This design comes from an exercise in tuning for small area and a short achievable clock period on the open sky130 flow, not from production work. RTL that was checked went through simulation tests only; none was proved equivalent to the original. No functional check of the RTL was part of run 1.

## flow/design.v (module list and top-level ports; edited modules follow where they fit)
// module clk_ctrl: 1628 lines
// module cc_ha: 4 lines
// module cc_fa: 4 lines
module clk_ctrl
(
	input  wire        clk_i,
	input  wire        rstn_i,
	input  wire [15:0] freq,
	output wire        dds1_o,
	output wire        dds_o
);
  // ...
==> flow/flow/run.sh <==
#!/bin/bash
# The standard layout (standard.sh, all ORFS steps unchanged), except:
#  - the port buffers that buffer_ports inserts are plain sky130_fd_sc_hd__buf_1 cells
#    instead of the delay buffers it picks by default (every port is still buffered);
#  - clock tree synthesis with clkbuf_8 buffers and without dummy loads.
set -euo pipefail
export BUFFER_PORTS_ARGS="-buffer_cell sky130_fd_sc_hd__buf_1"
export CTS_ARGS="-sink_clustering_enable -repair_clock_nets -buf_list sky130_fd_sc_hd__clkbuf_8 -dont_use_dummy_load"
bash standard.sh finish > standard_make.log 2>&1
==> flow/standard.sh <==
#!/bin/bash
# synth_recipe.tcl (not shown) runs the flow's synth.tcl, then flattens the netlist and writes it again
# the make line also repeats each setting of config.mk as NAME=value (left out here)
make -C /OpenROAD-flow-scripts/flow DESIGN_CONFIG=/design/flow/config.mk WORK_HOME=/design/flow/orfs CLKGATE_MAP_FILE= SYNTH_SCRIPT=/design/flow/synth_recipe.tcl "${@:-finish}"
==> flow/config.mk <==
export PLATFORM = sky130hd
export DESIGN_NAME = clk_ctrl
export DESIGN_NICKNAME = clk_ctrl
export VERILOG_FILES = /design/flow/design.v
export SDC_FILE = /design/flow/constraint.sdc
export NUM_CORES = 4
export LEC_CHECK = 0
export CAP_MARGIN = 20
export CORE_MARGIN = 2
export CORE_UTILIZATION = 40
export CTS_BUF_LIST = sky130_fd_sc_hd__clkbuf_8
export SLEW_MARGIN = 20
export SYNTH_HIERARCHICAL = 1
==> flow/constraint.sdc <==
create_clock -name core_clock -period 70.0 [get_ports {clk_i}]
set_input_delay 14.0000 -clock core_clock [delete_from_list [all_inputs] [get_ports {clk_i}]]
set_output_delay 14.0000 -clock core_clock [all_outputs]
set_load 0.01 [all_outputs]
==> flow_summary_export.csv, run 1 <==
group,metric,value,unit
finish,stdcell_count,902,
place,finalWeightedCongestion,0.876,
finish,final_cell_mix,"sky130_fd_sc_hd__fa_1 (349), sky130_fd_sc_hd__dfrtp_1 (84), sky130_fd_sc_hd__inv_1 (44)",
synth,postSynth.asyncResetShare,1.00,
die,tap_cells,324,
synth,post_synth_num_cell_types,26,
worst_setup_path,worst_r2r_path_depth,40,
min_path,min_path_cells,2,
die,area_of_the_die,25900,µm²
status,status,"no timing/DRC/antenna violations",
route,dr_wl_met3,1440,µm
route,postRouteAntennaNets,0,
finish,fraction_of_area_in_multi_input_gates,0.723,
synth,synth_sequential_area_ratio,0.213,
global_routing,grt_pass1_vias,6102,
sta,final.min_clock_period,14.89,ns
worst_setup_path,worst_setup_path_endpoint,"dds1_o",
finish,layout.clock_buffers,9,
sta,final_max_slew_viol_count,0,
finish,utilization,0.433,
die,floorplan.core_area,24200,µm²
sta,fin_setup_tns,0,ns
die,floorplan.initialDensity,0.407,
synth,post-synth-top-area-cell,"sky130_fd_sc_hd__fa_1",
route,route.detailed.vias_per_inst,5.11,
clock_tree,cts_num_sinks,84,
global_routing,globalRouteMet3Util,0.0429,
finish,fin_area,10500,µm²
finish,seq_share,0.200,
finish,top_area_cell_class,"multi-input combinational cells",
worst_setup_path,crit_path_max_cell_delay,0.39,ns
global_routing,grtUsageTotal,0.191,
finish,inverters,44,
finish,area_growth_syn_to_layout,6.50,%
route,dr.pass1.iters,4,
synth,synth-simple-area-share,0.0122,
worst_setup_path,critical_path_arrival,0.89,ns
sta,worstMarginPinSlew,0.859,ns
==> run 2, diff against run 1 <==
--- a/flow/design.v
+++ b/flow/design.v
@@ -5,23 +5,23 @@
 	input  wire [15:0] freq,
 	output wire        dds1_o,
 	output wire        dds_o
 );
 reg  [15:0] fr;
 reg  [31:0] cnt;      
 reg  [31:0] cnt1;     
 reg  [1:0]  pa;       
-reg  [1:0]  pb;       
+reg  [2:0]  pb;       
 reg         dds;
 reg         dds1;
 wire [31:0] cnt_n;
 wire [31:0] cnt1_n;
 wire [1:0]  pa_n;
-wire [1:0]  pb_n;
+wire [2:0]  pb_n;
 wire        dds_n;
 wire        dds1_n;
 wire [10:0] gq;       
 localparam [31:0] CNT_INV  = 32'h00000000;
 localparam [31:0] CNT1_INV = 32'h00000000;
 always @(posedge clk_i or negedge rstn_i)
 	if (rstn_i == 1'b0) begin
 		fr   <= 16'd0;
@@ -378,28 +378,28 @@
 wire as_334;
 wire ac_335;
 wire as_336;
 wire ac_337;
 wire as_338;
 wire ac_339;
 wire as_340;
 wire ac_341;
-wire afg_342;
-wire afp_343;
-wire afg_344;
-wire afp_345;
+wire as_342;
+wire ac_343;
+wire as_344;
+wire ac_345;
 wire afg_346;
 wire afp_347;
 wire afg_348;
 wire afp_349;
-wire afG_350;
-wire afP_351;
-wire afG_352;
-wire afP_353;
+wire afg_350;
+wire afp_351;
+wire afg_352;
+wire afp_353;
 wire afG_354;
 wire afP_355;
 wire afG_356;
 wire afP_357;
 wire afG_358;
 wire afP_359;
 wire afG_360;
 wire afP_361;
@@ -408,20 +408,20 @@
 wire afG_364;
 wire afP_365;
 wire afG_366;
 wire afP_367;
 wire afG_368;
 wire afP_369;
 wire afG_370;
 wire afP_371;
-wire ars_372;
-wire arc_373;
-wire ars_374;
-wire arc_375;
+wire afG_372;
+wire afP_373;
+wire afG_374;
+wire afP_375;
 wire ars_376;
 wire arc_377;
 wire ars_378;
 wire arc_379;
 wire ars_380;
 wire arc_381;
 wire ars_382;
 wire arc_383;
@@ -977,16 +977,17 @@
 wire tA_29;
 wire tB_29;
 wire tA_30;
 wire tB_30;
 wire tA_31;
 wire tB_31;
 wire dc_875;
 wire dc_876;
+wire dc_877;
 assign n_1 = ~fr[0];
 assign n_2 = ~fr[1];
 assign n_3 = ~fr[2];
 assign n_4 = ~fr[3];
 assign n_5 = ~fr[4];
 assign n_6 = ~fr[5];
 assign n_7 = ~fr[6];
 assign n_8 = ~fr[7];
@@ -1119,123 +1120,123 @@
 cc_fa uas_236 (.a(cnt[13]), .b(n_13), .c(ac_229), .s(as_236), .co(ac_237));
 cc_fa uas_238 (.a(p3s_17), .b(as_236), .c(ac_231), .s(as_238), .co(ac_239));
 cc_fa uas_240 (.a(n_55), .b(as_238), .c(p3s_47), .s(as_240), .co(ac_241));
 cc_fa uas_242 (.a(ac_233), .b(as_240), .c(ac_235), .s(as_242), .co(ac_243));
 cc_fa uas_244 (.a(cnt[14]), .b(n_14), .c(ac_237), .s(as_244), .co(ac_245));
 cc_fa uas_246 (.a(p3s_19), .b(as_244), .c(ac_239), .s(as_246), .co(ac_247));
 cc_fa uas_248 (.a(n_56), .b(as_246), .c(p3c_48), .s(as_248), .co(ac_249));
 cc_fa uas_250 (.a(n_64), .b(ac_241), .c(as_248), .s(as_250), .co(ac_251));
-cc_fa uas_252 (.a(cnt[15]), .b(n_15), .c(pa[1]), .s(as_252), .co(ac_253));
-cc_fa uas_254 (.a(as_252), .b(ac_245), .c(p3s_21), .s(as_254), .co(ac_255));
-cc_fa uas_256 (.a(as_254), .b(ac_247), .c(n_57), .s(as_256), .co(ac_257));
-cc_fa uas_258 (.a(as_256), .b(n_65), .c(ac_249), .s(as_258), .co(ac_259));
-cc_fa uas_260 (.a(cnt[16]), .b(fr[15]), .c(ac_253), .s(as_260), .co(ac_261));
-cc_fa uas_262 (.a(as_260), .b(ac_255), .c(p3s_23), .s(as_262), .co(ac_263));
-cc_fa uas_264 (.a(as_262), .b(ac_257), .c(n_58), .s(as_264), .co(ac_265));
-cc_fa uas_266 (.a(cnt[17]), .b(fr[0]), .c(n_16), .s(as_266), .co(ac_267));
-cc_fa uas_268 (.a(as_266), .b(ac_261), .c(ac_263), .s(as_268), .co(ac_269));
-cc_fa uas_270 (.a(p3s_25), .b(as_268), .c(n_59), .s(as_270), .co(ac_271));
-cc_fa uas_272 (.a(cnt[18]), .b(fr[1]), .c(ac_267), .s(as_272), .co(ac_273));
-cc_fa uas_274 (.a(as_272), .b(ac_269), .c(p3s_27), .s(as_274), .co(ac_275));
-cc_fa uas_276 (.a(as_274), .b(ac_271), .c(p3s_39), .s(as_276), .co(ac_277));
-cc_fa uas_278 (.a(cnt[19]), .b(fr[2]), .c(ac_273), .s(as_278), .co(ac_279));
-cc_fa uas_280 (.a(as_278), .b(ac_275), .c(p3s_29), .s(as_280), .co(ac_281));
-cc_fa uas_282 (.a(as_280), .b(n_60), .c(ac_277), .s(as_282), .co(ac_283));
-cc_fa uas_284 (.a(cnt[20]), .b(fr[3]), .c(ac_279), .s(as_284), .co(ac_285));
-cc_fa uas_286 (.a(as_284), .b(ac_281), .c(p3s_31), .s(as_286), .co(ac_287));
-cc_fa uas_288 (.a(as_286), .b(n_61), .c(ac_283), .s(as_288), .co(ac_289));
-cc_fa uas_290 (.a(cnt[21]), .b(fr[4]), .c(ac_285), .s(as_290), .co(ac_291));
-cc_fa uas_292 (.a(as_290), .b(ac_287), .c(p3s_33), .s(as_292), .co(ac_293));
-cc_fa uas_294 (.a(as_292), .b(n_62), .c(ac_289), .s(as_294), .co(ac_295));
-cc_fa uas_296 (.a(cnt[22]), .b(fr[5]), .c(ac_291), .s(as_296), .co(ac_297));
-cc_fa uas_298 (.a(as_296), .b(ac_293), .c(p3s_35), .s(as_298), .co(ac_299));
-cc_fa uas_300 (.a(as_298), .b(n_63), .c(p3s_47), .s(as_300), .co(ac_301));
-cc_fa uas_302 (.a(cnt[23]), .b(fr[6]), .c(ac_297), .s(as_302), .co(ac_303));
-cc_fa uas_304 (.a(as_302), .b(p3s_37), .c(ac_299), .s(as_304), .co(ac_305));
-cc_fa uas_306 (.a(as_304), .b(p3c_48), .c(n_64), .s(as_306), .co(ac_307));
-cc_fa uas_308 (.a(cnt[24]), .b(fr[7]), .c(ac_303), .s(as_308), .co(ac_309));
-cc_fa uas_310 (.a(as_308), .b(p3s_39), .c(ac_305), .s(as_310), .co(ac_311));
-cc_fa uas_312 (.a(as_310), .b(n_65), .c(ac_307), .s(as_312), .co(ac_313));
-cc_fa uas_314 (.a(cnt[25]), .b(fr[8]), .c(ac_309), .s(as_314), .co(ac_315));
-cc_fa uas_316 (.a(as_314), .b(n_61), .c(ac_311), .s(as_316), .co(ac_317));
-cc_fa uas_318 (.a(cnt[26]), .b(fr[9]), .c(ac_315), .s(as_318), .co(ac_319));
-cc_fa uas_320 (.a(as_318), .b(p3s_41), .c(n_62), .s(as_320), .co(ac_321));
-cc_fa uas_322 (.a(cnt[27]), .b(fr[10]), .c(ac_319), .s(as_322), .co(ac_323));
-cc_fa uas_324 (.a(as_322), .b(p3s_43), .c(ac_321), .s(as_324), .co(ac_325));
-cc_fa uas_326 (.a(cnt[28]), .b(fr[11]), .c(ac_323), .s(as_326), .co(ac_327));
-cc_fa uas_328 (.a(as_326), .b(p3s_45), .c(n_64), .s(as_328), .co(ac_329));
-cc_fa uas_330 (.a(cnt[29]), .b(fr[12]), .c(ac_327), .s(as_330), .co(ac_331));
-cc_fa uas_332 (.a(as_330), .b(n_65), .c(p3s_47), .s(as_332), .co(ac_333));
-cc_fa uas_334 (.a(cnt[30]), .b(n_14), .c(ac_331), .s(as_334), .co(ac_335));
-cc_fa uas_336 (.a(as_334), .b(p3c_48), .c(ac_333), .s(as_336), .co(ac_337));
-cc_fa uas_338 (.a(cnt[31]), .b(fr[13]), .c(n_15), .s(as_338), .co(ac_339));
-cc_fa uas_340 (.a(as_338), .b(ac_335), .c(ac_337), .s(as_340), .co(ac_341));
-assign afg_342 = p3s_29 & as_72;
-assign afp_343 = p3s_29 | as_72;
-assign afg_344 = p3s_33 & as_82;
-assign afp_345 = p3s_33 | as_82;
-assign afg_346 = ac_87 & as_90;
-assign afp_347 = ac_87 | as_90;
-assign afg_348 = ac_103 & as_108;
-assign afp_349 = ac_103 | as_108;
-assign afG_350 = 1'b0 | (as_68 & 1'b0);
-assign afP_351 = as_68 & p3s_19;
-assign afG_352 = 1'b0 | (as_78 & afg_342);
-assign afP_353 = as_78 & afp_343;
-assign afG_354 = 1'b0 | (as_86 & afg_344);
-assign afP_355 = as_86 & afp_345;
-assign afG_356 = 1'b0 | (as_96 & afg_346);
-assign afP_357 = as_96 & afp_347;
-assign afG_358 = afg_348 | (afp_349 & 1'b0);
-assign afP_359 = afp_349 & as_102;
-assign afG_360 = 1'b0 | (as_124 & 1'b0);
-assign afP_361 = as_124 & as_116;
-assign afG_362 = afG_352 | (afP_353 & afG_350);
-assign afP_363 = afP_353 & afP_351;
-assign afG_364 = afG_356 | (afP_357 & afG_354);
-assign afP_365 = afP_357 & afP_355;
-assign afG_366 = afG_360 | (afP_361 & afG_358);
-assign afP_367 = afP_361 & afP_359;
-assign afG_368 = afG_364 | (afP_365 & afG_362);
-assign afP_369 = afP_365 & afP_363;
-assign afG_370 = afG_366 | (afP_367 & afG_368);
-assign afP_371 = afP_367 & afP_369;
-cc_fa uars_372 (.a(ac_125), .b(as_132), .c(afG_370), .s(ars_372), .co(arc_373));
-cc_fa uars_374 (.a(as_140), .b(ac_133), .c(arc_373), .s(ars_374), .co(arc_375));
-cc_ha uars_376 (.a(as_150), .b(arc_375), .s(ars_376), .co(arc_377));
-cc_ha uars_378 (.a(as_160), .b(arc_377), .s(ars_378), .co(arc_379));
-cc_fa uars_380 (.a(as_168), .b(ac_161), .c(arc_379), .s(ars_380), .co(arc_381));
-cc_fa uars_382 (.a(ac_169), .b(as_176), .c(arc_381), .s(ars_382), .co(arc_383));
-cc_ha uars_384 (.a(as_186), .b(arc_383), .s(ars_384), .co(arc_385));
-cc_fa uars_386 (.a(as_194), .b(ac_187), .c(arc_385), .s(ars_386), .co(arc_387));
-cc_fa uars_388 (.a(as_202), .b(ac_195), .c(arc_387), .s(ars_388), .co(arc_389));
-cc_fa uars_390 (.a(as_208), .b(as_210), .c(arc_389), .s(ars_390), .co(arc_391));
-cc_fa uars_392 (.a(as_216), .b(as_218), .c(arc_391), .s(ars_392), .co(arc_393));
-cc_fa uars_394 (.a(ac_219), .b(as_226), .c(arc_393), .s(ars_394), .co(arc_395));
-cc_fa uars_396 (.a(ac_227), .b(as_234), .c(arc_395), .s(ars_396), .co(arc_397));
-cc_ha uars_398 (.a(as_242), .b(arc_397), .s(ars_398), .co(arc_399));
-cc_fa uars_400 (.a(as_250), .b(ac_243), .c(arc_399), .s(ars_400), .co(arc_401));
-cc_ha uars_402 (.a(ac_251), .b(as_258), .s(ars_402), .co(arc_403));
-cc_fa uars_404 (.a(as_264), .b(ac_259), .c(arc_403), .s(ars_404), .co(arc_405));
-cc_fa uars_406 (.a(ac_265), .b(as_270), .c(arc_405), .s(ars_406), .co(arc_407));
-cc_ha uars_408 (.a(as_276), .b(arc_407), .s(ars_408), .co(arc_409));
-cc_fa uars_410 (.a(p3s_41), .b(as_282), .c(arc_409), .s(ars_410), .co(arc_411));
-cc_fa uars_412 (.a(p3s_43), .b(as_288), .c(arc_411), .s(ars_412), .co(arc_413));
-cc_fa uars_414 (.a(p3s_45), .b(as_294), .c(arc_413), .s(ars_414), .co(arc_415));
-cc_fa uars_416 (.a(ac_295), .b(as_300), .c(arc_415), .s(ars_416), .co(arc_417));
-cc_fa uars_418 (.a(ac_301), .b(as_306), .c(arc_417), .s(ars_418), .co(arc_419));
-cc_ha uars_420 (.a(as_312), .b(arc_419), .s(ars_420), .co(arc_421));
-cc_fa uars_422 (.a(as_316), .b(ac_313), .c(arc_421), .s(ars_422), .co(arc_423));
-cc_fa uars_424 (.a(ac_317), .b(as_320), .c(arc_423), .s(ars_424), .co(arc_425));
-cc_fa uars_426 (.a(n_63), .b(as_324), .c(arc_425), .s(ars_426), .co(arc_427));
-cc_fa uars_428 (.a(ac_325), .b(as_328), .c(arc_427), .s(ars_428), .co(arc_429));
-cc_fa uars_430 (.a(ac_329), .b(as_332), .c(arc_429), .s(ars_430), .co(arc_431));
-cc_ha uars_432 (.a(as_336), .b(arc_431), .s(ars_432), .co(arc_433));
-cc_ha uars_434 (.a(as_340), .b(arc_433), .s(ars_434), .co(arc_435));
+cc_fa uas_252 (.a(cnt[15]), .b(n_15), .c(ac_245), .s(as_252), .co(ac_253));
+cc_fa uas_254 (.a(p3s_21), .b(as_252), .c(ac_247), .s(as_254), .co(ac_255));
+cc_fa uas_256 (.a(n_57), .b(as_254), .c(n_65), .s(as_256), .co(ac_257));
+cc_fa uas_258 (.a(ac_249), .b(as_256), .c(ac_251), .s(as_258), .co(ac_259));
+cc_fa uas_260 (.a(cnt[16]), .b(fr[15]), .c(pa[1]), .s(as_260), .co(ac_261));
+cc_fa uas_262 (.a(as_260), .b(ac_253), .c(p3s_23), .s(as_262), .co(ac_263));
+cc_fa uas_264 (.a(as_262), .b(ac_255), .c(n_58), .s(as_264), .co(ac_265));
+cc_fa uas_266 (.a(as_264), .b(ac_257), .c(ac_259), .s(as_266), .co(ac_267));
+cc_fa uas_268 (.a(cnt[17]), .b(fr[0]), .c(n_16), .s(as_268), .co(ac_269));
+cc_fa uas_270 (.a(ac_261), .b(as_268), .c(ac_263), .s(as_270), .co(ac_271));
+cc_fa uas_272 (.a(p3s_25), .b(as_270), .c(n_59), .s(as_272), .co(ac_273));
+cc_fa uas_274 (.a(ac_265), .b(as_272), .c(ac_267), .s(as_274), .co(ac_275));
+cc_fa uas_276 (.a(cnt[18]), .b(fr[1]), .c(ac_269), .s(as_276), .co(ac_277));
+cc_fa uas_278 (.a(as_276), .b(ac_271), .c(p3s_27), .s(as_278), .co(ac_279));
+cc_fa uas_280 (.a(as_278), .b(ac_273), .c(p3s_39), .s(as_280), .co(ac_281));
+cc_fa uas_282 (.a(cnt[19]), .b(fr[2]), .c(ac_277), .s(as_282), .co(ac_283));
+cc_fa uas_284 (.a(as_282), .b(ac_279), .c(p3s_29), .s(as_284), .co(ac_285));
+cc_fa uas_286 (.a(as_284), .b(n_60), .c(ac_281), .s(as_286), .co(ac_287));
+cc_fa uas_288 (.a(cnt[20]), .b(fr[3]), .c(ac_283), .s(as_288), .co(ac_289));
+cc_fa uas_290 (.a(as_288), .b(ac_285), .c(p3s_31), .s(as_290), .co(ac_291));
+cc_fa uas_292 (.a(as_290), .b(n_61), .c(ac_287), .s(as_292), .co(ac_293));
+cc_fa uas_294 (.a(cnt[21]), .b(fr[4]), .c(ac_289), .s(as_294), .co(ac_295));
+cc_fa uas_296 (.a(as_294), .b(ac_291), .c(p3s_33), .s(as_296), .co(ac_297));
+cc_fa uas_298 (.a(as_296), .b(n_62), .c(ac_293), .s(as_298), .co(ac_299));
+cc_fa uas_300 (.a(cnt[22]), .b(fr[5]), .c(ac_295), .s(as_300), .co(ac_301));
+cc_fa uas_302 (.a(as_300), .b(ac_297), .c(p3s_35), .s(as_302), .co(ac_303));
+cc_fa uas_304 (.a(as_302), .b(n_63), .c(p3s_47), .s(as_304), .co(ac_305));
+cc_fa uas_306 (.a(cnt[23]), .b(fr[6]), .c(ac_301), .s(as_306), .co(ac_307));
+cc_fa uas_308 (.a(as_306), .b(p3s_37), .c(ac_303), .s(as_308), .co(ac_309));
+cc_fa uas_310 (.a(as_308), .b(p3c_48), .c(n_64), .s(as_310), .co(ac_311));
+cc_fa uas_312 (.a(cnt[24]), .b(fr[7]), .c(ac_307), .s(as_312), .co(ac_313));
+cc_fa uas_314 (.a(as_312), .b(p3s_39), .c(ac_309), .s(as_314), .co(ac_315));
+cc_fa uas_316 (.a(as_314), .b(n_65), .c(ac_311), .s(as_316), .co(ac_317));
+cc_fa uas_318 (.a(cnt[25]), .b(fr[8]), .c(ac_313), .s(as_318), .co(ac_319));
+cc_fa uas_320 (.a(as_318), .b(n_61), .c(ac_315), .s(as_320), .co(ac_321));
+cc_fa uas_322 (.a(cnt[26]), .b(fr[9]), .c(ac_319), .s(as_322), .co(ac_323));
+cc_fa uas_324 (.a(as_322), .b(p3s_41), .c(n_62), .s(as_324), .co(ac_325));
+cc_fa uas_326 (.a(cnt[27]), .b(fr[10]), .c(ac_323), .s(as_326), .co(ac_327));
+cc_fa uas_328 (.a(as_326), .b(p3s_43), .c(ac_325), .s(as_328), .co(ac_329));
+cc_fa uas_330 (.a(cnt[28]), .b(fr[11]), .c(ac_327), .s(as_330), .co(ac_331));
+cc_fa uas_332 (.a(as_330), .b(p3s_45), .c(n_64), .s(as_332), .co(ac_333));
+cc_fa uas_334 (.a(cnt[29]), .b(fr[12]), .c(ac_331), .s(as_334), .co(ac_335));
+cc_fa uas_336 (.a(as_334), .b(n_65), .c(p3s_47), .s(as_336), .co(ac_337));
+cc_fa uas_338 (.a(cnt[30]), .b(n_14), .c(ac_335), .s(as_338), .co(ac_339));
+cc_fa uas_340 (.a(as_338), .b(p3c_48), .c(ac_337), .s(as_340), .co(ac_341));
+cc_fa uas_342 (.a(cnt[31]), .b(fr[13]), .c(n_15), .s(as_342), .co(ac_343));
+cc_fa uas_344 (.a(as_342), .b(ac_339), .c(ac_341), .s(as_344), .co(ac_345));
+assign afg_346 = p3s_29 & as_72;
+assign afp_347 = p3s_29 | as_72;
+assign afg_348 = p3s_33 & as_82;
+assign afp_349 = p3s_33 | as_82;
+assign afg_350 = ac_87 & as_90;
+assign afp_351 = ac_87 | as_90;
+assign afg_352 = ac_103 & as_108;
+assign afp_353 = ac_103 | as_108;
+assign afG_354 = 1'b0 | (as_68 & 1'b0);
+assign afP_355 = as_68 & p3s_19;
+assign afG_356 = 1'b0 | (as_78 & afg_346);
+assign afP_357 = as_78 & afp_347;
+assign afG_358 = 1'b0 | (as_86 & afg_348);
+assign afP_359 = as_86 & afp_349;
+assign afG_360 = 1'b0 | (as_96 & afg_350);
+assign afP_361 = as_96 & afp_351;
+assign afG_362 = afg_352 | (afp_353 & 1'b0);
+assign afP_363 = afp_353 & as_102;
+assign afG_364 = 1'b0 | (as_124 & 1'b0);
+assign afP_365 = as_124 & as_116;
+assign afG_366 = afG_356 | (afP_357 & afG_354);
+assign afP_367 = afP_357 & afP_355;
+assign afG_368 = afG_360 | (afP_361 & afG_358);
+assign afP_369 = afP_361 & afP_359;
+assign afG_370 = afG_364 | (afP_365 & afG_362);
+assign afP_371 = afP_365 & afP_363;
+assign afG_372 = afG_368 | (afP_369 & afG_366);
+assign afP_373 = afP_369 & afP_367;
+assign afG_374 = afG_370 | (afP_371 & afG_372);
+assign afP_375 = afP_371 & afP_373;
+cc_fa uars_376 (.a(ac_125), .b(as_132), .c(afG_374), .s(ars_376), .co(arc_377));
+cc_fa uars_378 (.a(as_140), .b(ac_133), .c(arc_377), .s(ars_378), .co(arc_379));
+cc_ha uars_380 (.a(as_150), .b(arc_379), .s(ars_380), .co(arc_381));
+cc_ha uars_382 (.a(as_160), .b(arc_381), .s(ars_382), .co(arc_383));
+cc_fa uars_384 (.a(as_168), .b(ac_161), .c(arc_383), .s(ars_384), .co(arc_385));
+cc_fa uars_386 (.a(ac_169), .b(as_176), .c(arc_385), .s(ars_386), .co(arc_387));
+cc_ha uars_388 (.a(as_186), .b(arc_387), .s(ars_388), .co(arc_389));
+cc_fa uars_390 (.a(as_194), .b(ac_187), .c(arc_389), .s(ars_390), .co(arc_391));
+cc_fa uars_392 (.a(as_202), .b(ac_195), .c(arc_391), .s(ars_392), .co(arc_393));
+cc_fa uars_394 (.a(as_208), .b(as_210), .c(arc_393), .s(ars_394), .co(arc_395));
+cc_fa uars_396 (.a(as_216), .b(as_218), .c(arc_395), .s(ars_396), .co(arc_397));
+cc_fa uars_398 (.a(ac_219), .b(as_226), .c(arc_397), .s(ars_398), .co(arc_399));
+cc_fa uars_400 (.a(ac_227), .b(as_234), .c(arc_399), .s(ars_400), .co(arc_401));
+cc_ha uars_402 (.a(as_242), .b(arc_401), .s(ars_402), .co(arc_403));
+cc_fa uars_404 (.a(as_250), .b(ac_243), .c(arc_403), .s(ars_404), .co(arc_405));
+cc_ha uars_406 (.a(as_258), .b(arc_405), .s(ars_406), .co(arc_407));
+cc_ha uars_408 (.a(as_280), .b(ac_275), .s(ars_408), .co(arc_409));
+cc_fa uars_410 (.a(p3s_41), .b(as_286), .c(arc_409), .s(ars_410), .co(arc_411));
+cc_fa uars_412 (.a(p3s_43), .b(as_292), .c(arc_411), .s(ars_412), .co(arc_413));
+cc_fa uars_414 (.a(p3s_45), .b(as_298), .c(arc_413), .s(ars_414), .co(arc_415));
+cc_fa uars_416 (.a(ac_299), .b(as_304), .c(arc_415), .s(ars_416), .co(arc_417));
+cc_fa uars_418 (.a(ac_305), .b(as_310), .c(arc_417), .s(ars_418), .co(arc_419));
+cc_ha uars_420 (.a(as_316), .b(arc_419), .s(ars_420), .co(arc_421));
+cc_fa uars_422 (.a(as_320), .b(ac_317), .c(arc_421), .s(ars_422), .co(arc_423));
+cc_fa uars_424 (.a(ac_321), .b(as_324), .c(arc_423), .s(ars_424), .co(arc_425));
+cc_fa uars_426 (.a(n_63), .b(as_328), .c(arc_425), .s(ars_426), .co(arc_427));
+cc_fa uars_428 (.a(ac_329), .b(as_332), .c(arc_427), .s(ars_428), .co(arc_429));
+cc_fa uars_430 (.a(ac_333), .b(as_336), .c(arc_429), .s(ars_430), .co(arc_431));
+cc_ha uars_432 (.a(as_340), .b(arc_431), .s(ars_432), .co(arc_433));
+cc_ha uars_434 (.a(as_344), .b(arc_433), .s(ars_434), .co(arc_435));
 cc_fa uqs_436 (.a(fr[12]), .b(n_16), .c(n_4), .s(qs_436), .co(qc_437));
 cc_fa uqs_438 (.a(fr[6]), .b(n_10), .c(qs_436), .s(qs_438), .co(qc_439));
 cc_fa uqs_440 (.a(n_11), .b(n_5), .c(fr[7]), .s(qs_440), .co(qc_441));
 cc_fa uqs_442 (.a(n_14), .b(qc_437), .c(qs_440), .s(qs_442), .co(qc_443));
 cc_fa uqs_444 (.a(n_12), .b(fr[13]), .c(fr[14]), .s(qs_444), .co(qc_445));
 cc_fa uqs_446 (.a(fr[2]), .b(n_6), .c(fr[8]), .s(qs_446), .co(qc_447));
 cc_fa uqs_448 (.a(qc_441), .b(qs_444), .c(qs_446), .s(qs_448), .co(qc_449));
 cc_fa uqs_450 (.a(n_13), .b(fr[15]), .c(fr[3]), .s(qs_450), .co(qc_451));
@@ -1352,85 +1353,85 @@
 cc_fa ubs_625 (.a(n_539), .b(bs_623), .c(bc_620), .s(bs_625), .co(bc_626));
 cc_fa ubs_627 (.a(gq[5]), .b(bs_625), .c(bc_622), .s(bs_627), .co(bc_628));
 cc_fa ubs_629 (.a(cnt1[9]), .b(gq[2]), .c(n_540), .s(bs_629), .co(bc_630));
 cc_fa ubs_631 (.a(bc_624), .b(bs_629), .c(bc_626), .s(bs_631), .co(bc_632));
 cc_fa ubs_633 (.a(n_542), .b(bs_631), .c(bc_628), .s(bs_633), .co(bc_634));
 cc_fa ubs_635 (.a(cnt1[10]), .b(gq[3]), .c(bc_630), .s(bs_635), .co(bc_636));
 cc_fa ubs_637 (.a(n_541), .b(gq[6]), .c(bs_635), .s(bs_637), .co(bc_638));
 cc_fa ubs_639 (.a(bc_632), .b(n_543), .c(bs_637), .s(bs_639), .co(bc_640));
-cc_fa ubs_641 (.a(cnt1[11]), .b(n_536), .c(gq[4]), .s(bs_641), .co(bc_642));
-cc_fa ubs_643 (.a(bs_641), .b(bc_636), .c(n_542), .s(bs_643), .co(bc_644));
-cc_fa ubs_645 (.a(gq[7]), .b(bc_638), .c(bs_643), .s(bs_645), .co(bc_646));
-cc_fa ubs_647 (.a(gq[8]), .b(bc_640), .c(bs_645), .s(bs_647), .co(bc_648));
-cc_fa ubs_649 (.a(cnt1[12]), .b(n_537), .c(bc_642), .s(bs_649), .co(bc_650));
-cc_fa ubs_651 (.a(gq[5]), .b(bs_649), .c(bc_644), .s(bs_651), .co(bc_652));
+cc_fa ubs_641 (.a(cnt1[11]), .b(pb[1]), .c(n_536), .s(bs_641), .co(bc_642));
+cc_fa ubs_643 (.a(bs_641), .b(gq[4]), .c(bc_636), .s(bs_643), .co(bc_644));
+cc_fa ubs_645 (.a(n_542), .b(gq[7]), .c(bc_638), .s(bs_645), .co(bc_646));
+cc_fa ubs_647 (.a(bs_643), .b(gq[8]), .c(bc_640), .s(bs_647), .co(bc_648));
+cc_fa ubs_649 (.a(cnt1[12]), .b(bc_642), .c(n_537), .s(bs_649), .co(bc_650));
+cc_fa ubs_651 (.a(bs_649), .b(gq[5]), .c(bc_644), .s(bs_651), .co(bc_652));
 cc_fa ubs_653 (.a(n_543), .b(bc_646), .c(bs_651), .s(bs_653), .co(bc_654));
 cc_fa ubs_655 (.a(gq[9]), .b(bc_648), .c(bs_653), .s(bs_655), .co(bc_656));
 cc_fa ubs_657 (.a(cnt1[13]), .b(n_536), .c(n_538), .s(bs_657), .co(bc_658));
-cc_fa ubs_659 (.a(bs_657), .b(bc_650), .c(gq[6]), .s(bs_659), .co(bc_660));
+cc_fa ubs_659 (.a(bc_650), .b(bs_657), .c(gq[6]), .s(bs_659), .co(bc_660));
 cc_fa ubs_661 (.a(bs_659), .b(n_544), .c(bc_652), .s(bs_661), .co(bc_662));
 cc_fa ubs_663 (.a(bc_654), .b(bs_661), .c(n_546), .s(bs_663), .co(bc_664));
 cc_fa ubs_665 (.a(cnt1[14]), .b(n_537), .c(bc_658), .s(bs_665), .co(bc_666));
 cc_fa ubs_667 (.a(n_539), .b(bs_665), .c(bc_660), .s(bs_667), .co(bc_668));
 cc_fa ubs_669 (.a(gq[7]), .b(bs_667), .c(n_545), .s(bs_669), .co(bc_670));
 cc_fa ubs_671 (.a(bc_662), .b(gq[10]), .c(bs_669), .s(bs_671), .co(bc_672));
-cc_fa ubs_673 (.a(cnt1[15]), .b(pb[1]), .c(n_538), .s(bs_673), .co(bc_674));
-cc_fa ubs_675 (.a(bs_673), .b(n_540), .c(bc_666), .s(bs_675), .co(bc_676));
-cc_fa ubs_677 (.a(bs_675), .b(gq[8]), .c(bc_668), .s(bs_677), .co(bc_678));
-cc_fa ubs_679 (.a(bs_677), .b(bc_670), .c(n_546), .s(bs_679), .co(bc_680));
-cc_fa ubs_681 (.a(cnt1[16]), .b(bc_674), .c(n_539), .s(bs_681), .co(bc_682));
-cc_fa ubs_683 (.a(bs_681), .b(bc_676), .c(n_541), .s(bs_683), .co(bc_684));
-cc_fa ubs_685 (.a(bs_683), .b(n_545), .c(bc_678), .s(bs_685), .co(bc_686));
+cc_fa ubs_673 (.a(cnt1[15]), .b(n_538), .c(n_540), .s(bs_673), .co(bc_674));
+cc_fa ubs_675 (.a(bc_666), .b(bs_673), .c(gq[8]), .s(bs_675), .co(bc_676));
+cc_fa ubs_677 (.a(bc_668), .b(bs_675), .c(bc_670), .s(bs_677), .co(bc_678));
+cc_fa ubs_679 (.a(n_546), .b(bc_672), .c(bs_677), .s(bs_679), .co(bc_680));
+cc_fa ubs_681 (.a(cnt1[16]), .b(n_539), .c(bc_674), .s(bs_681), .co(bc_682));
+cc_fa ubs_683 (.a(n_541), .b(bs_681), .c(bc_676), .s(bs_683), .co(bc_684));
+cc_fa ubs_685 (.a(n_545), .b(bs_683), .c(bc_678), .s(bs_685), .co(bc_686));
 cc_fa ubs_687 (.a(cnt1[17]), .b(n_536), .c(n_540), .s(bs_687), .co(bc_688));
-cc_fa ubs_689 (.a(bc_682), .b(bs_687), .c(bc_684), .s(bs_689), .co(bc_690));
-cc_fa ubs_691 (.a(n_542), .b(bs_689), .c(gq[9]), .s(bs_691), .co(bc_692));
-cc_fa ubs_693 (.a(gq[10]), .b(bc_686), .c(bs_691), .s(bs_693), .co(bc_694));
+cc_fa ubs_689 (.a(bs_687), .b(bc_682), .c(n_542), .s(bs_689), .co(bc_690));
+cc_fa ubs_691 (.a(bs_689), .b(gq[9]), .c(bc_684), .s(bs_691), .co(bc_692));
+cc_fa ubs_693 (.a(gq[10]), .b(bs_691), .c(bc_686), .s(bs_693), .co(bc_694));
 cc_fa ubs_695 (.a(cnt1[18]), .b(n_537), .c(bc_688), .s(bs_695), .co(bc_696));
 cc_fa ubs_697 (.a(n_541), .b(bs_695), .c(bc_690), .s(bs_697), .co(bc_698));
 cc_fa ubs_699 (.a(n_543), .b(bs_697), .c(bc_692), .s(bs_699), .co(bc_700));
 cc_fa ubs_701 (.a(cnt1[19]), .b(n_536), .c(n_538), .s(bs_701), .co(bc_702));
 cc_fa ubs_703 (.a(bs_701), .b(bc_696), .c(n_542), .s(bs_703), .co(bc_704));
 cc_fa ubs_705 (.a(bs_703), .b(gq[8]), .c(bc_698), .s(bs_705), .co(bc_706));
 cc_fa ubs_707 (.a(cnt1[20]), .b(n_537), .c(bc_702), .s(bs_707), .co(bc_708));
 cc_fa ubs_709 (.a(n_539), .b(bs_707), .c(bc_704), .s(bs_709), .co(bc_710));
 cc_fa ubs_711 (.a(n_543), .b(n_544), .c(bs_709), .s(bs_711), .co(bc_712));
 cc_fa ubs_713 (.a(n_545), .b(bc_706), .c(bs_711), .s(bs_713), .co(bc_714));
 cc_fa ubs_715 (.a(cnt1[21]), .b(gq[0]), .c(n_538), .s(bs_715), .co(bc_716));
 cc_fa ubs_717 (.a(bs_715), .b(n_540), .c(bc_708), .s(bs_717), .co(bc_718));
 cc_fa ubs_719 (.a(bs_717), .b(n_544), .c(bc_710), .s(bs_719), .co(bc_720));
 cc_fa ubs_721 (.a(bc_712), .b(bs_719), .c(n_546), .s(bs_721), .co(bc_722));
-cc_fa ubs_723 (.a(cnt1[22]), .b(gq[1]), .c(bc_716), .s(bs_723), .co(bc_724));
-cc_fa ubs_725 (.a(n_539), .b(bs_723), .c(bc_718), .s(bs_725), .co(bc_726));
-cc_fa ubs_727 (.a(n_541), .b(bs_725), .c(gq[9]), .s(bs_727), .co(bc_728));
-cc_fa ubs_729 (.a(bc_720), .b(bs_727), .c(bc_722), .s(bs_729), .co(bc_730));
-cc_fa ubs_731 (.a(cnt1[23]), .b(gq[2]), .c(n_540), .s(bs_731), .co(bc_732));
-cc_fa ubs_733 (.a(bc_724), .b(bs_731), .c(bc_726), .s(bs_733), .co(bc_734));
-cc_fa ubs_735 (.a(n_542), .b(bs_733), .c(n_545), .s(bs_735), .co(bc_736));
-cc_fa ubs_737 (.a(bc_728), .b(gq[10]), .c(bs_735), .s(bs_737), .co(bc_738));
+cc_fa ubs_723 (.a(cnt1[22]), .b(pb[2]), .c(gq[1]), .s(bs_723), .co(bc_724));
+cc_fa ubs_725 (.a(bs_723), .b(bc_716), .c(n_539), .s(bs_725), .co(bc_726));
+cc_fa ubs_727 (.a(bs_725), .b(bc_718), .c(n_541), .s(bs_727), .co(bc_728));
+cc_fa ubs_729 (.a(bs_727), .b(gq[9]), .c(bc_720), .s(bs_729), .co(bc_730));
+cc_fa ubs_731 (.a(cnt1[23]), .b(gq[2]), .c(bc_724), .s(bs_731), .co(bc_732));
+cc_fa ubs_733 (.a(bs_731), .b(n_540), .c(bc_726), .s(bs_733), .co(bc_734));
+cc_fa ubs_735 (.a(bs_733), .b(bc_728), .c(n_542), .s(bs_735), .co(bc_736));
+cc_fa ubs_737 (.a(bs_735), .b(n_545), .c(gq[10]), .s(bs_737), .co(bc_738));
 cc_fa ubs_739 (.a(cnt1[24]), .b(gq[3]), .c(bc_732), .s(bs_739), .co(bc_740));
-cc_fa ubs_741 (.a(n_541), .b(bs_739), .c(bc_734), .s(bs_741), .co(bc_742));
-cc_fa ubs_743 (.a(n_543), .b(bs_741), .c(bc_736), .s(bs_743), .co(bc_744));
-cc_fa ubs_745 (.a(n_546), .b(bc_738), .c(bs_743), .s(bs_745), .co(bc_746));
+cc_fa ubs_741 (.a(bs_739), .b(bc_734), .c(n_541), .s(bs_741), .co(bc_742));
+cc_fa ubs_743 (.a(bs_741), .b(bc_736), .c(n_543), .s(bs_743), .co(bc_744));
+cc_fa ubs_745 (.a(bs_743), .b(n_546), .c(bc_738), .s(bs_745), .co(bc_746));
 cc_fa ubs_747 (.a(cnt1[25]), .b(gq[4]), .c(bc_740), .s(bs_747), .co(bc_748));
-cc_fa ubs_749 (.a(n_542), .b(bs_747), .c(gq[8]), .s(bs_749), .co(bc_750));
-cc_fa ubs_751 (.a(bc_742), .b(bs_749), .c(bc_744), .s(bs_751), .co(bc_752));
+cc_fa ubs_749 (.a(bs_747), .b(bc_742), .c(n_542), .s(bs_749), .co(bc_750));
+cc_fa ubs_751 (.a(bs_749), .b(gq[8]), .c(bc_744), .s(bs_751), .co(bc_752));
 cc_fa ubs_753 (.a(cnt1[26]), .b(gq[5]), .c(bc_748), .s(bs_753), .co(bc_754));
-cc_fa ubs_755 (.a(n_543), .b(n_544), .c(bs_753), .s(bs_755), .co(bc_756));
-cc_fa ubs_757 (.a(bc_750), .b(gq[9]), .c(bs_755), .s(bs_757), .co(bc_758));
-cc_fa ubs_759 (.a(cnt1[27]), .b(gq[6]), .c(n_544), .s(bs_759), .co(bc_760));
-cc_fa ubs_761 (.a(bc_754), .b(n_545), .c(bs_759), .s(bs_761), .co(bc_762));
-cc_fa ubs_763 (.a(bc_756), .b(gq[10]), .c(bs_761), .s(bs_763), .co(bc_764));
+cc_fa ubs_755 (.a(bs_753), .b(bc_750), .c(n_543), .s(bs_755), .co(bc_756));
+cc_fa ubs_757 (.a(n_544), .b(bs_755), .c(gq[9]), .s(bs_757), .co(bc_758));
+cc_fa ubs_759 (.a(cnt1[27]), .b(gq[6]), .c(bc_754), .s(bs_759), .co(bc_760));
+cc_fa ubs_761 (.a(bs_759), .b(n_544), .c(bc_756), .s(bs_761), .co(bc_762));
+cc_fa ubs_763 (.a(n_545), .b(bs_761), .c(bc_758), .s(bs_763), .co(bc_764));
 cc_fa ubs_765 (.a(cnt1[28]), .b(gq[7]), .c(bc_760), .s(bs_765), .co(bc_766));
-cc_fa ubs_767 (.a(n_545), .b(n_546), .c(bc_762), .s(bs_767), .co(bc_768));
-cc_fa ubs_769 (.a(bs_765), .b(bc_764), .c(bs_767), .s(bs_769), .co(bc_770));
+cc_fa ubs_767 (.a(bs_765), .b(n_545), .c(bc_762), .s(bs_767), .co(bc_768));
+cc_fa ubs_769 (.a(n_546), .b(bs_767), .c(bc_764), .s(bs_769), .co(bc_770));
 cc_fa ubs_771 (.a(cnt1[29]), .b(gq[8]), .c(bc_766), .s(bs_771), .co(bc_772));
-cc_fa ubs_773 (.a(gq[10]), .b(bc_768), .c(bs_771), .s(bs_773), .co(bc_774));
-cc_fa ubs_775 (.a(cnt1[30]), .b(gq[9]), .c(n_546), .s(bs_775), .co(bc_776));
-cc_fa ubs_777 (.a(bc_772), .b(bs_775), .c(bc_774), .s(bs_777), .co(bc_778));
+cc_fa ubs_773 (.a(bs_771), .b(gq[10]), .c(bc_768), .s(bs_773), .co(bc_774));
+cc_fa ubs_775 (.a(cnt1[30]), .b(gq[9]), .c(bc_772), .s(bs_775), .co(bc_776));
+cc_fa ubs_777 (.a(n_546), .b(bs_775), .c(bc_774), .s(bs_777), .co(bc_778));
 cc_fa ubs_779 (.a(cnt1[31]), .b(n_546), .c(bc_776), .s(bs_779), .co(bc_780));
 assign bfg_781 = n_545 & bs_555;
 assign bfp_782 = n_545 | bs_555;
 assign bfg_783 = n_546 & bs_559;
 assign bfp_784 = n_546 | bs_559;
 assign bfg_785 = bs_567 & bc_564;
 assign bfp_786 = bs_567 | bc_564;
 assign bfg_787 = bs_569 & bs_571;
@@ -1463,55 +1464,55 @@
 cc_ha ubrs_817 (.a(bs_597), .b(brc_816), .s(brs_817), .co(brc_818));
 cc_fa ubrs_819 (.a(bc_598), .b(bs_603), .c(brc_818), .s(brs_819), .co(brc_820));
 cc_fa ubrs_821 (.a(bc_604), .b(bs_609), .c(brc_820), .s(brs_821), .co(brc_822));
 cc_ha ubrs_823 (.a(bs_615), .b(brc_822), .s(brs_823), .co(brc_824));
 cc_fa ubrs_825 (.a(bs_621), .b(bc_616), .c(brc_824), .s(brs_825), .co(brc_826));
 cc_fa ubrs_827 (.a(n_546), .b(bs_627), .c(brc_826), .s(brs_827), .co(brc_828));
 cc_ha ubrs_829 (.a(bs_633), .b(brc_828), .s(brs_829), .co(brc_830));
 cc_fa ubrs_831 (.a(bs_639), .b(bc_634), .c(brc_830), .s(brs_831), .co(brc_832));
-cc_ha ubrs_833 (.a(bs_647), .b(brc_832), .s(brs_833), .co(brc_834));
+cc_ha ubrs_833 (.a(bs_645), .b(bs_647), .s(brs_833), .co(brc_834));
 cc_ha ubrs_835 (.a(bs_655), .b(brc_834), .s(brs_835), .co(brc_836));
 cc_fa ubrs_837 (.a(bc_656), .b(bs_663), .c(brc_836), .s(brs_837), .co(brc_838));
 cc_fa ubrs_839 (.a(bc_664), .b(bs_671), .c(brc_838), .s(brs_839), .co(brc_840));
-cc_ha ubrs_841 (.a(bc_672), .b(bs_679), .s(brs_841), .co(brc_842));
-cc_fa ubrs_843 (.a(bs_685), .b(bc_680), .c(brc_842), .s(brs_843), .co(brc_844));
+cc_ha ubrs_841 (.a(bs_679), .b(brc_840), .s(brs_841), .co(brc_842));
+cc_fa ubrs_843 (.a(bc_680), .b(bs_685), .c(brc_842), .s(brs_843), .co(brc_844));
 cc_ha ubrs_845 (.a(bs_693), .b(brc_844), .s(brs_845), .co(brc_846));
-cc_fa ubrs_847 (.a(bc_694), .b(bs_699), .c(brc_846), .s(brs_847), .co(brc_848));
+cc_fa ubrs_847 (.a(bs_699), .b(bc_694), .c(brc_846), .s(brs_847), .co(brc_848));
 cc_fa ubrs_849 (.a(bs_705), .b(bc_700), .c(brc_848), .s(brs_849), .co(brc_850));
 cc_ha ubrs_851 (.a(bs_713), .b(brc_850), .s(brs_851), .co(brc_852));
 cc_fa ubrs_853 (.a(bc_714), .b(bs_721), .c(brc_852), .s(brs_853), .co(brc_854));
-cc_ha ubrs_855 (.a(bs_729), .b(brc_854), .s(brs_855), .co(brc_856));
-cc_fa ubrs_857 (.a(bs_737), .b(bc_730), .c(brc_856), .s(brs_857), .co(brc_858));
+cc_ha ubrs_855 (.a(bs_729), .b(bc_722), .s(brs_855), .co(brc_856));
+cc_fa ubrs_857 (.a(bc_730), .b(bs_737), .c(brc_856), .s(brs_857), .co(brc_858));
 cc_ha ubrs_859 (.a(bs_745), .b(brc_858), .s(brs_859), .co(brc_860));
-cc_fa ubrs_861 (.a(bc_746), .b(bs_751), .c(brc_860), .s(brs_861), .co(brc_862));
-cc_fa ubrs_863 (.a(bs_757), .b(bc_752), .c(brc_862), .s(brs_863), .co(brc_864));
-cc_fa ubrs_865 (.a(bc_758), .b(bs_763), .c(brc_864), .s(brs_865), .co(brc_866));
+cc_fa ubrs_861 (.a(bs_751), .b(bc_746), .c(brc_860), .s(brs_861), .co(brc_862));
+cc_fa ubrs_863 (.a(bc_752), .b(bs_757), .c(brc_862), .s(brs_863), .co(brc_864));
+cc_fa ubrs_865 (.a(gq[10]), .b(bs_763), .c(brc_864), .s(brs_865), .co(brc_866));
 cc_ha ubrs_867 (.a(bs_769), .b(brc_866), .s(brs_867), .co(brc_868));
-cc_fa ubrs_869 (.a(bc_770), .b(bs_773), .c(brc_868), .s(brs_869), .co(brc_870));
+cc_fa ubrs_869 (.a(bs_773), .b(bc_770), .c(brc_868), .s(brs_869), .co(brc_870));
 cc_ha ubrs_871 (.a(bs_777), .b(brc_870), .s(brs_871), .co(brc_872));
 cc_fa ubrs_873 (.a(bs_779), .b(bc_778), .c(brc_872), .s(brs_873), .co(brc_874));
-assign cnt_n[0] = ars_372;
-assign cnt_n[1] = ars_374;
-assign cnt_n[2] = ars_376;
-assign cnt_n[3] = ars_378;
-assign cnt_n[4] = ars_380;
-assign cnt_n[5] = ars_382;
-assign cnt_n[6] = ars_384;
-assign cnt_n[7] = ars_386;
-assign cnt_n[8] = ars_388;
-assign cnt_n[9] = ars_390;
-assign cnt_n[10] = ars_392;
-assign cnt_n[11] = ars_394;
-assign cnt_n[12] = ars_396;
-assign cnt_n[13] = ars_398;
-assign cnt_n[14] = ars_400;
-assign cnt_n[15] = ars_402;
-assign cnt_n[16] = ars_404;
-assign cnt_n[17] = ars_406;
+assign cnt_n[0] = ars_376;
+assign cnt_n[1] = ars_378;
+assign cnt_n[2] = ars_380;
+assign cnt_n[3] = ars_382;
+assign cnt_n[4] = ars_384;
+assign cnt_n[5] = ars_386;
+assign cnt_n[6] = ars_388;
+assign cnt_n[7] = ars_390;
+assign cnt_n[8] = ars_392;
+assign cnt_n[9] = ars_394;
+assign cnt_n[10] = ars_396;
+assign cnt_n[11] = ars_398;
+assign cnt_n[12] = ars_400;
+assign cnt_n[13] = ars_402;
+assign cnt_n[14] = ars_404;
+assign cnt_n[15] = ars_406;
+assign cnt_n[16] = as_266;
+assign cnt_n[17] = as_274;
 assign cnt_n[18] = ars_408;
 assign cnt_n[19] = ars_410;
 assign cnt_n[20] = ars_412;
 assign cnt_n[21] = ars_414;
 assign cnt_n[22] = ars_416;
 assign cnt_n[23] = ars_418;
 assign cnt_n[24] = ars_420;
 assign cnt_n[25] = ars_422;
@@ -1549,19 +1550,20 @@
 assign cnt1_n[25] = brs_861;
 assign cnt1_n[26] = brs_863;
 assign cnt1_n[27] = brs_865;
 assign cnt1_n[28] = brs_867;
 assign cnt1_n[29] = brs_869;
 assign cnt1_n[30] = brs_871;
 assign cnt1_n[31] = brs_873;
 assign pa_n[0] = 1'b0;
-assign pa_n[1] = arc_401;
+assign pa_n[1] = arc_407;
 assign pb_n[0] = 1'b0;
-assign pb_n[1] = brc_840;
+assign pb_n[1] = brc_832;
+assign pb_n[2] = brc_854;
 assign tA_0 = cnt_n[0];
 assign tB_0 = cnt1_n[0];
 assign tA_1 = cnt_n[1];
 assign tB_1 = cnt1_n[1];
 assign tA_2 = cnt_n[2];
 assign tB_2 = cnt1_n[2];
 assign tA_3 = cnt_n[3];
 assign tB_3 = cnt1_n[3];
@@ -1616,20 +1618,21 @@
 assign tA_28 = cnt_n[28];
 assign tB_28 = cnt1_n[28];
 assign tA_29 = cnt_n[29];
 assign tB_29 = cnt1_n[29];
 assign tA_30 = cnt_n[30];
 assign tB_30 = cnt1_n[30];
 assign tA_31 = cnt_n[31];
 assign tB_31 = cnt1_n[31];
-assign dc_875 = (1'b0 & 1'b0 & (&{tA_1,tA_2,tA_3,tA_4,tA_5,tA_6,tA_7,tA_8,tA_9,tA_10,tA_11,tA_12,tA_13,tA_14})) | ((1'b0 | 1'b0) & (&{tA_0,tA_1,tA_2,tA_3,tA_4,tA_5,tA_6,tA_7,tA_8,tA_9,tA_10,tA_11,tA_12,tA_13,tA_14}));
-assign dds_n = tA_31 ^ (((pa_n[1] ^ dc_875) & (&{tA_15,tA_16,tA_17,tA_18,tA_19,tA_20,tA_21,tA_22,tA_23,tA_24,tA_25,tA_26,tA_27,tA_28,tA_29,tA_30})) | (pa_n[1] & dc_875 & (&{tA_16,tA_17,tA_18,tA_19,tA_20,tA_21,tA_22,tA_23,tA_24,tA_25,tA_26,tA_27,tA_28,tA_29,tA_30})));
-assign dc_876 = (1'b0 & 1'b0 & (&{tB_1,tB_2,tB_3,tB_4,tB_5,tB_6,tB_7,tB_8,tB_9,tB_10,tB_11,tB_12,tB_13,tB_14})) | ((1'b0 | 1'b0) & (&{tB_0,tB_1,tB_2,tB_3,tB_4,tB_5,tB_6,tB_7,tB_8,tB_9,tB_10,tB_11,tB_12,tB_13,tB_14}));
-assign dds1_n = tB_31 ^ (((pb_n[1] ^ dc_876) & (&{tB_15,tB_16,tB_17,tB_18,tB_19,tB_20,tB_21,tB_22,tB_23,tB_24,tB_25,tB_26,tB_27,tB_28,tB_29,tB_30})) | (pb_n[1] & dc_876 & (&{tB_16,tB_17,tB_18,tB_19,tB_20,tB_21,tB_22,tB_23,tB_24,tB_25,tB_26,tB_27,tB_28,tB_29,tB_30})));
+assign dc_875 = (1'b0 & 1'b0 & (&{tA_1,tA_2,tA_3,tA_4,tA_5,tA_6,tA_7,tA_8,tA_9,tA_10,tA_11,tA_12,tA_13,tA_14,tA_15})) | ((1'b0 | 1'b0) & (&{tA_0,tA_1,tA_2,tA_3,tA_4,tA_5,tA_6,tA_7,tA_8,tA_9,tA_10,tA_11,tA_12,tA_13,tA_14,tA_15}));
+assign dds_n = tA_31 ^ (((pa_n[1] ^ dc_875) & (&{tA_16,tA_17,tA_18,tA_19,tA_20,tA_21,tA_22,tA_23,tA_24,tA_25,tA_26,tA_27,tA_28,tA_29,tA_30})) | (pa_n[1] & dc_875 & (&{tA_17,tA_18,tA_19,tA_20,tA_21,tA_22,tA_23,tA_24,tA_25,tA_26,tA_27,tA_28,tA_29,tA_30})));
+assign dc_876 = (1'b0 & 1'b0 & (&{tB_1,tB_2,tB_3,tB_4,tB_5,tB_6,tB_7,tB_8,tB_9,tB_10})) | ((1'b0 | 1'b0) & (&{tB_0,tB_1,tB_2,tB_3,tB_4,tB_5,tB_6,tB_7,tB_8,tB_9,tB_10}));
+assign dc_877 = (pb_n[1] & dc_876 & (&{tB_12,tB_13,tB_14,tB_15,tB_16,tB_17,tB_18,tB_19,tB_20,tB_21})) | ((pb_n[1] | dc_876) & (&{tB_11,tB_12,tB_13,tB_14,tB_15,tB_16,tB_17,tB_18,tB_19,tB_20,tB_21}));
+assign dds1_n = tB_31 ^ (((pb_n[2] ^ dc_877) & (&{tB_22,tB_23,tB_24,tB_25,tB_26,tB_27,tB_28,tB_29,tB_30})) | (pb_n[2] & dc_877 & (&{tB_23,tB_24,tB_25,tB_26,tB_27,tB_28,tB_29,tB_30})));
 endmodule
 module cc_ha (input wire a, input wire b, output wire s, output wire co);
 assign s  = a ^ b;
 assign co = a & b;
 endmodule
 module cc_fa (input wire a, input wire b, input wire c, output wire s, output wire co);
 assign s  = a ^ b ^ c;
 assign co = (a & b) | (a & c) | (b & c);
==> run 2 against run 1 <==
Still clean on timing, DRC and antenna. Non-clock buffer count increased by 1. Flip-flop and latch count increased by 1. Synthesized cell count increased by 2.0%. Cell count increased by 1.3%. Die area increased by 0.91%. Cell area increased by 0.95%. Hold slack got worse by 0.0075 ns. Synthesized area increased by 0.94%. Critical path type unchanged. Critical endpoint is now dds_o. Highest routed layer unchanged.
==> flow_summary_export.csv, run 2 <==
group,metric,value,unit
status,status,"no timing/DRC/antenna violations",
place,dp_hpwl,17300,µm
min_path,timing.hold.worst.class,"flip-flop to flip-flop",
die,top_level_port_count,20,
route,wl_met2,10500,µm
die,rows,57,
sta,report.final.setup_viol,0,
route,top_signal_layer_used,"met4",
worst_setup_path,worst_r2r_path_depth,37,
synth,synth_top_family_by_area,"adder cells",
worst_setup_path,critPathKind,"flip-flop to output pin",
sta,rsz0062_at_grt,"no",
sta,relSlewSlack,0.478,
finish,area_growth_syn_to_layout,6.52,%
route,drt_drc_violations_left,0,
synth,syn-cell-area,9960,µm²
route,wirelength_met1,8990,µm
finish,layout.nets,989,
synth,ys_dominant_reg_cell,"sky130_fd_sc_hd__dfrtp_1",
worst_setup_path,cp_cell_sequence,"buf_1",
clock_tree,worst_setup_hold_path_clk_slew,0.09,ns
sta,max_clock_freq,67.1,MHz
finish,insertedDiodeCount,0,
synth,synthMostInstantiatedCell,"sky130_fd_sc_hd__fa_1",
worst_setup_path,timing.critical_path.required,56.00,ns
sta,clock-skew-final,0.0180,ns
global_routing,grtUsageTotal,0.190,
clock_tree,postCtsSetupRepairBufs,0,
finish,fin_area,10600,µm²
route,drt-total-wl,21100,µm
worst_setup_path,critical_path.max_fanout,1,
die,chipHeight,162,µm
global_routing,grt_start_max_net_pins,44,
die,die_x,162,µm
synth,syn_avg_cell_area,17.9,µm²
worst_setup_path,critical_path_arrival,0.90,ns
die,floorplan.core_area,24400,µm²
global_routing,grt_first_pass_wirelength,36000,µm
finish,stdcell_count,914,
worst_setup_path,timing.critical_path.slowest_stage_cell,"sky130_fd_sc_hd__dfrtp_1",
route,via_count,4675,
sta,final.min_clock_period,14.90,ns
synth,synthTopCellsByCount,"sky130_fd_sc_hd__fa_1 (349), sky130_fd_sc_hd__dfrtp_1 (85), sky130_fd_sc_hd__inv_1 (44), sky130_fd_sc_hd__ha_1 (30), sky130_fd_sc_hd__nand4_1 (10)",
worst_setup_path,r2r_endpoint,"dds",
synth,synth_sequential_area_ratio,0.214,
clock_tree,cts_num_sinks,85,
worst_setup_path,path_delay_family,"flip-flops",
sta,post-route-period-util,0.213,
finish,final_cell_mix,"sky130_fd_sc_hd__fa_1 (349), sky130_fd_sc_hd__dfrtp_1 (85), sky130_fd_sc_hd__inv_1 (44)",
min_path,min_to,"cnt1[31]",
route,routedWlPerCell,23.1,µm
finish,reg_top3,"cnt1 x32, cnt x32, fr x16",
sta,final-hold-violation-count,0,
synth,synth-simple-area-share,0.0165,
finish,layout.cells.most_common,"sky130_fd_sc_hd__fa_1",
worst_setup_path,cp_num_buf_inv,1,
route,first_iter_violations,260,
sta,fin_worst_hold_slack,0.836,ns
place,io_port_bufs,19,
synth,synthesis.yosys.warnings,7,
sta,worstMarginPinSlew,0.782,ns
worst_setup_path,regToRegStartpoint,"fr[0]",
synth,synth_compound_gate_area_share,0.0114,
worst_setup_path,reg2reg_setup_slack,55.78,ns
global_routing,grt_pass1_vias,6237,
synth,synth_xor_area_frac,0.00176,
worst_setup_path,crit_path_max_cell_delay,0.38,ns
clock_tree,clock_insertion_delay_worst_skew,0.38,ns
synth,syn-num-nets,953,
synth,synthMuxAreaShare,0,
global_routing,overflow,0,
clock_tree,cts_hold_buffers,0,
synth,post_synth_num_cell_types,25,
clock_tree,cts_made_buffers,9,
job,drv_cap,0,
clock_tree,number_of_resized_instances_in_the_post_cts_repair_step,0,
route,dr.pass1.iters,6,
synth,cell_count_after_synthesis,556,
global_routing,initial_antenna_violation_count,0,
clock_tree,clk_path_buf_depth,2,
sta,min_setup_slack_post_route,55.10,ns
synth,synth_edf_count,0,
place,detailedPlace.worstSlack,54.83,ns
route,dr_wl_met3,1110,µm
min_path,min_path_cells,2,
finish,post_route_cells_drive_above_1_share,0.0322,
route,route.detailed.vias_per_inst,5.11,
place,placed_cell_area,10500,µm²
synth,seq_cells_post_synth,85,
clock_tree,htree_num_levels,3,
die,area_of_the_die,26200,µm²
synth,synth_largest_type_area_fraction,0.702,
worst_setup_path,cp-start-kind,"flip-flop",
synth,post-synth-top-area-cell,"sky130_fd_sc_hd__fa_1",
synth,post_synth_fa_ha_maj_area_fraction,0.740,
place,finalWeightedCongestion,0.868,
route,postRouteAntennaNets,0,
synth,synth_area_leaders,"sky130_fd_sc_hd__fa_1 (70%), sky130_fd_sc_hd__dfrtp_1 (21%), sky130_fd_sc_hd__ha_1 (3.8%)",
sta,fin_setup_tns,0,ns
min_path,holdCritStartpoint,"cnt1[31]",
clock_tree,cts_tree,"yes",
die,floorplan.initialDensity,0.408,
synth,postSynth.asyncResetShare,1.00,
clock_tree,clock-root-buffer,"sky130_fd_sc_hd__clkbuf_8",
worst_setup_path,kind_of_end_point_of_the_critical_path,"output pin",
sta,final_max_slew_viol_count,0,
place,dpl.cell_count,905,
-- run 2: cell count changes after synthesis, moves of 2 or more --
cell | before | now
sky130_fd_sc_hd__xnor2_1 | 2 | 0
sky130_fd_sc_hd__xor2_1 | 0 | 2
sky130_fd_sc_hd__nor4_1 | 2 | 0
sky130_fd_sc_hd__a21oi_1 | 1 | 4
sky130_fd_sc_hd__o211ai_1 | 0 | 2
sky130_fd_sc_hd__nand2_1 | 4 | 7
-- run 2: how the worst max path moves through the flow --
stage          depth (start not counted)  startpoint       end
2_1_floorplan                          0        dds1    dds1_o
4_1_cts                                1         dds     dds_o
5_1_grt                                1        dds1    dds1_o
3_5_place_dp                           2      rstn_i  cnt1[22]
6_report                               1         dds     dds_o
3_3_place_gp                           2      rstn_i  cnt1[21]
-- run 2: layer usage --
metal  vias to the layer above  global-route usage
met5                         -                   0
met4                         0              0.0563
met3                        28              0.0406
met2                       118               0.301
met1                      2752               0.269
li1                       1777                   -
-- run 2: per-module statistics from Yosys, one instance, submodules excluded --
module	area, µm²	cells	times used
clk_ctrl	2610	178	1
cc_fa	20.0	1	349
cc_ha	12.5	1	29
-- run 2: area by class of cell --
cell class,instances,area [µm²]
well taps,324,405
flip-flops and latches,85,2130
clock buffers,9,124
inverters,44,165
fillers,2160,13800
repair buffers,25,120
multi-input cells,427,7670
-- run 2: kinds of logic after synthesis --
group	count (synthesis)
adder cells (fa/ha/maj)	380
AO/OA/AOI/OAI	17
AND/OR/NAND/NOR	28
buffers and inverters	44
XOR/XNOR	2
flip-flops	85
-- run 2: per-stage QoR --
stage,util
3_5_place_dp,0.430
5_1_grt,0.435
3_3_place_gp,0.430
4_1_cts,0.435
2_1_floorplan,-
6_report,0.435

## separate check: timing with driven ports
No port has a modelled driver above. Below, the same layouts with a new extraction and two added sets of constraints. Step 1 sets driving cells, clkbuf_16 on the clock port and buf_2 on the other inputs (assumed; they add their load-dependent delay and slew). Step 2 also shifts input and output timing later by t, the mid clock arrival at the registers, as if the neighbouring blocks saw the same clock. Slacks: ideal / step 1 / step 2; pairs: ideal / step 1.
| run | shift t [ns] | slack for setup (ns) | latest minus earliest clock arrival (ns) | worst data-port slew with drivers (ns) | cell pins on the clock port's net |
|---|---|---|---|---|---|
| run 1 | 0.402 | 55.113 / 55.073 / 54.926 | 0.029 / 0.029 | 0.04 | 1 |
| run 2 | 0.416 | 55.105 / 55.064 / 54.906 | 0.023 / 0.023 | 0.04 | 1 |
After both steps every run listed still meets setup and hold. For run 2, which loses most, drivers alone change the setup slack by -0.041 ns; drivers and shift together by -0.199 ns. The worst setup slack also covers recovery checks on asynchronous resets.
